What follows belongs to an exercise in optimizing a design on an open flow for small area and a short achievable clock period; a production flow would make more cautious choices.
Where RTL was checked, it was by simulation tests only, not by an equivalence proof against the original.
Power is estimated from default activity; no workload was simulated.

// SingleCycleCPU
module SingleCycleCPU(
    input clk, Reset,
    input [31:0] instr,
    output [5:0] opCode,
    output [31:0] ReadData1, ReadData2, currentPC, nextPC, result, DMOut,
    output [4:0] rs, rt
);
Size: about 5100 cells after synthesis, about 240 I/O pins, ~73000 um^2 of cells after synthesis.
==> module ALU, before the edit <==
module ALU(
    input [31:0] A,         
    input [31:0] R2,
    input [15:0] imm,
    input [4:0] sa,
    input op_ori, op_and, op_or, op_sll, op_slti,
    input useImm, subtract,
    output [31:0] result
    );
    wire useI = useImm | op_ori;
    wire [31:0] ext = {{16{imm[15] & ~op_ori}}, imm};
    wire [31:0] B = (useI ? ext : R2) ^ {32{subtract}};
    wire [31:0] sum, p, g;
    wire c31;
    adder32k add(.a(A), .b(B), .cin(subtract), .s(sum), .p(p), .g(g), .cm(c31));
    wire lt = (A[31] ^ imm[15]) ? A[31] : ~c31;
    wire [31:0] shl;
    shl32 sh(.a(R2), .sh(sa), .y(shl));
    wire is_sum = ~(op_ori | op_and | op_or | op_sll | op_slti);
    wire s_or = op_ori | op_or;           
    wire s_g = s_or | op_and;             
    aor5 r0(.d({sum[0], op_slti & lt, shl[0], g[0], p[0]}),
            .s({is_sum, 1'b1, op_sll, s_g, s_or}), .q(result[0]));
    genvar i;
    generate
        for (i = 1; i < 32; i = i + 1) begin : r
            aor4 m(.d({sum[i], shl[i], g[i], p[i]}), .s({is_sum, op_sll, s_g, s_or}), .q(result[i]));
        end
    endgenerate
endmodule
==> module SingleCycleCPU, before the edit <==
module SingleCycleCPU(
    input clk, Reset,
    input [31:0] instr,
    output [5:0] opCode,
    output [31:0] ReadData1, ReadData2, currentPC, nextPC, result, DMOut,
    output [4:0] rs, rt
);
    wire [4:0] rd = instr[15:11];
    wire [4:0] sa = instr[10:6];
    wire [15:0] imm = instr[15:0];
    assign opCode = instr[31:26];
    assign rs = instr[25:21];
    assign rt = instr[20:16];
    wire op_ori, op_and, op_or, op_sll, op_slti, op_sw, op_lw, op_beq, op_bne, op_j, op_halt;
    wire useImm, subtract, RegWre, RegDst;
    CU cu(.opCode(opCode), .op_ori(op_ori), .op_and(op_and), .op_or(op_or), .op_sll(op_sll),
          .op_slti(op_slti), .op_sw(op_sw), .op_lw(op_lw), .op_beq(op_beq), .op_bne(op_bne),
          .op_j(op_j), .op_halt(op_halt), .useImm(useImm), .subtract(subtract),
          .RegWre(RegWre), .RegDst(RegDst));
    reg [31:2] pc;                
    reg [31:0] regFile [1:31];    
    reg [31:1] valid;             
    reg [7:0] ram [0:63];         
    reg [63:0] mvalid;            
    wire [31*32-1:0] rflat;
    genvar g;
    generate
        for (g = 1; g < 32; g = g + 1) begin : rf
            assign rflat[32*(g-1) +: 32] = regFile[g];
        end
    endgenerate
    RegRead rp1(.d(rflat), .valid(valid), .ra(rs), .q(ReadData1));
    RegRead rp2(.d(rflat), .valid(valid), .ra(rt), .q(ReadData2));
    ALU alu(.A(ReadData1), .R2(ReadData2), .imm(imm), .sa(sa),
            .op_ori(op_ori), .op_and(op_and), .op_or(op_or), .op_sll(op_sll),
            .op_slti(op_slti), .useImm(useImm), .subtract(subtract), .result(result));
    wire eq;
    eq32 cmp(.a(ReadData1), .b(ReadData2), .eq(eq));
    wire [29:0] npc;
    PC pcl(.pc(pc), .halt(op_halt), .beq(op_beq), .bne(op_bne), .eq(eq), .jump(op_j),
           .imm(imm), .j_addr(instr[25:0]), .npc(npc));
    assign currentPC = {pc, 2'b00};
    assign nextPC = {npc, 2'b00};
    wire [63:0] rsel, wen;
    wire [15:0] wsel, osel_n;
    MemSel ms(.ra(ReadData1[5:0]), .ia(imm[5:0]), .we(op_sw), .mvalid(mvalid), .rsel(rsel), .wen(wen), .wsel(wsel), .osel_n(osel_n));
    wire [511:0] rambits;
    generate
        for (g = 0; g < 64; g = g + 1) begin : rb
            assign rambits[8*g +: 8] = ram[g];
        end
    endgenerate
    MemRead mr(.ram(rambits), .rsel(rsel), .osel(osel_n), .word(DMOut));
    wire [31:0] wd = op_lw ? DMOut : result;
    wire [31:0] wbytes;
    MemWData mw(.DataIn(ReadData2), .wsel(wsel), .wbytes(wbytes));
    wire [4:0] wa = RegDst ? rd : rt;
    integer j;
    always @(posedge clk or negedge Reset) begin
        if (Reset == 0) pc <= 0;
        else pc <= npc;
    end
    generate
        for (g = 1; g < 32; g = g + 1) begin : w
            wire wen_r = RegWre && wa == g;
            always @(posedge clk) if (wen_r) regFile[g] <= wd;
            always @(posedge clk or negedge Reset) begin
                if (Reset == 0) valid[g] <= 1'b0;
                else if (wen_r) valid[g] <= 1'b1;
            end
        end
        for (g = 0; g < 64; g = g + 1) begin : m
            always @(posedge clk) if (wen[16*(g%4) + g/4]) ram[g] <= wbytes[8*(g%4) +: 8];
            always @(posedge clk or negedge Reset) begin
                if (Reset == 0) mvalid[g] <= 1'b0;
                else if (wen[16*(g%4) + g/4]) mvalid[g] <= 1'b1;
            end
        end
    endgenerate
endmodule
==> flow/config.mk <==
export PLATFORM = sky130hd
export DESIGN_NAME = SingleCycleCPU
export DESIGN_NICKNAME = SingleCycleCPU
export VERILOG_FILES = /design/flow/design.v
export SDC_FILE = /design/flow/constraint.sdc
export NUM_CORES = 8
export LEC_CHECK = 0
export CAP_MARGIN = 30
export CORE_MARGIN = 2
export CORE_UTILIZATION = 35
export PLACE_DENSITY = 0.65
export SLEW_MARGIN = 30
export SYNTH_HIERARCHICAL = 1
export SYNTH_MINIMUM_KEEP_SIZE = 0
==> flow/constraint.sdc <==
create_clock -name core_clock -period 20.0 [get_ports {clk}]
set_input_delay 4.0000 -clock core_clock [delete_from_list [all_inputs] [get_ports {clk}]]
set_output_delay 4.0000 -clock core_clock [all_outputs]
set_load 0.01 [all_outputs]
standard.sh (not shown) runs the stock make flow with config.mk's settings and CLKGATE_MAP_FILE= SYNTH_SCRIPT=/design/flow/synth_recipe.tcl, a recipe that flattens the netlist after the stock synthesis.
==> flow/flow/run.sh <==
#!/bin/bash
# Layout flow: the standard synthesis unchanged, then the standard ORFS
# steps with our own port buffers, clock tree settings and timing target.
set -euo pipefail
HERE=$(cd "$(dirname "$0")" && pwd)
source "$HERE/settings.sh"

bash standard.sh synth > synth.log 2>&1
bash standard.sh \
  BUFFER_PORTS_ARGS="$PORT_BUF_ARGS" \
  CTS_ARGS="$CTS_ARGS_V" \
  SETUP_SLACK_MARGIN="$SETUP_MARGIN" \
  PRE_RESIZE_TCL="$HERE/pre_resize.tcl" \
  $EXTRA_MAKE_ARGS \
  finish > layout.log 2>&1
==> flow/flow/pre_resize.tcl <==
# Stronger buffers on the input ports (they drive the decoders directly).
foreach inst [get_cells input*] {
  replace_cell $inst sky130_fd_sc_hd__buf_8
}
# The last gate of each register-file read bit drives the ALU, comparator,
# memory and output port: use the strongest or3.
foreach inst [get_cells -filter "ref_name == sky130_fd_sc_hd__or3_1"] {
  set net [get_full_name [get_nets -of_objects [get_pins [get_full_name $inst]/A]]]
  if {[string match "rp*" $net]} {
    replace_cell $inst sky130_fd_sc_hd__or3_4
  }
}
# Outputs with plenty of slack get the smallest buffer.
foreach inst [get_cells output*] {
  set net [get_full_name [get_nets -of_objects [get_pins [get_full_name $inst]/X]]]
  if {[regexp {^(currentPC|opCode|rs|rt|ReadData1|ReadData2)} $net]} {
    replace_cell $inst sky130_fd_sc_hd__buf_1
  }
}
==> flow/flow/settings.sh <==
# Settings read by run.sh
PORT_BUF_ARGS="-buffer_cell sky130_fd_sc_hd__buf_2"
CTS_ARGS_V="-sink_clustering_enable -repair_clock_nets -buf_list {sky130_fd_sc_hd__clkbuf_8} -sink_clustering_size 16 -sink_clustering_max_diameter 50 -dont_use_dummy_load"
SETUP_MARGIN=7
EXTRA_MAKE_ARGS="TNS_END_PERCENT=20"
Next try:
--- a/flow/design.v
+++ b/flow/design.v
@@ -300,14 +300,16 @@
     input [15:0] imm,
     input [4:0] sa,
     input op_ori, op_and, op_or, op_sll, op_slti,
     input useImm, subtract,
-    output [31:0] result
+    output [31:0] result,
+    output eq               
     );
     wire useI = useImm | op_ori;
     wire [31:0] ext = {{16{imm[15] & ~op_ori}}, imm};
     wire [31:0] B = (useI ? ext : R2) ^ {32{subtract}};
     wire [31:0] sum, p, g;
+    assign eq = &p;
     wire c31;
     adder32k add(.a(A), .b(B), .cin(subtract), .s(sum), .p(p), .g(g), .cm(c31));
     wire lt = (A[31] ^ imm[15]) ? A[31] : ~c31;
     wire [31:0] shl;
@@ -868,13 +870,12 @@
         end
     endgenerate
     RegRead rp1(.d(rflat), .valid(valid), .ra(rs), .q(ReadData1));
     RegRead rp2(.d(rflat), .valid(valid), .ra(rt), .q(ReadData2));
+    wire eq;
     ALU alu(.A(ReadData1), .R2(ReadData2), .imm(imm), .sa(sa),
             .op_ori(op_ori), .op_and(op_and), .op_or(op_or), .op_sll(op_sll),
-            .op_slti(op_slti), .useImm(useImm), .subtract(subtract), .result(result));
-    wire eq;
-    eq32 cmp(.a(ReadData1), .b(ReadData2), .eq(eq));
+            .op_slti(op_slti), .useImm(useImm), .subtract(subtract), .result(result), .eq(eq));
     wire [29:0] npc;
     PC pcl(.pc(pc), .halt(op_halt), .beq(op_beq), .bne(op_bne), .eq(eq), .jump(op_j),
            .imm(imm), .j_addr(instr[25:0]), .npc(npc));
     assign currentPC = {pc, 2'b00};
After rerunning:
- worst setup slack is worse by 17 ps
- wire length is higher by 3.9%
- critical path depth decreases by 2
- final cell count went down by 0.51%
- core utilization is higher by 0.42 points
- clock-buffer cell count grows by 10
- total power goes up by 2.9%
- final area went up by 0.84%
- clock skew falls by 13 ps
Function not checked in the second run of this note: the RTL went through the layout flow alone.

[separate check: timing with driven ports]
In the flow no input, the clock included, has a driving cell. The finished layouts below were timed again as built, in two steps.
Step 1 (the two cells are an assumption about what drives the block):
set clk [get_ports {clk}]
set_driving_cell -lib_cell sky130_fd_sc_hd__clkbuf_16 $clk
set_driving_cell -lib_cell sky130_fd_sc_hd__buf_2 [delete_from_list [all_inputs] $clk]
Step 2 times the ports against the registers' clock, not the clock port: input delays grow and output delays shrink by t, the midpoint of the rising clock arrivals with the driver on.
Three values: ideal, step 1, step 2; two values: the first two.
run	t (ns)	setup WS [ns]	hold WS [ns]
the first run	1.020	6.862 / 6.733 / 6.733	0.471 / 0.471 / 0.471
the second run	0.957	6.845 / 6.674 / 6.674	0.463 / 0.463 / 0.463
After both steps every run listed still meets setup and hold. The setup slack of the second run, which loses most, moves by -0.171 ns with the drivers and by -0.171 ns with both steps.
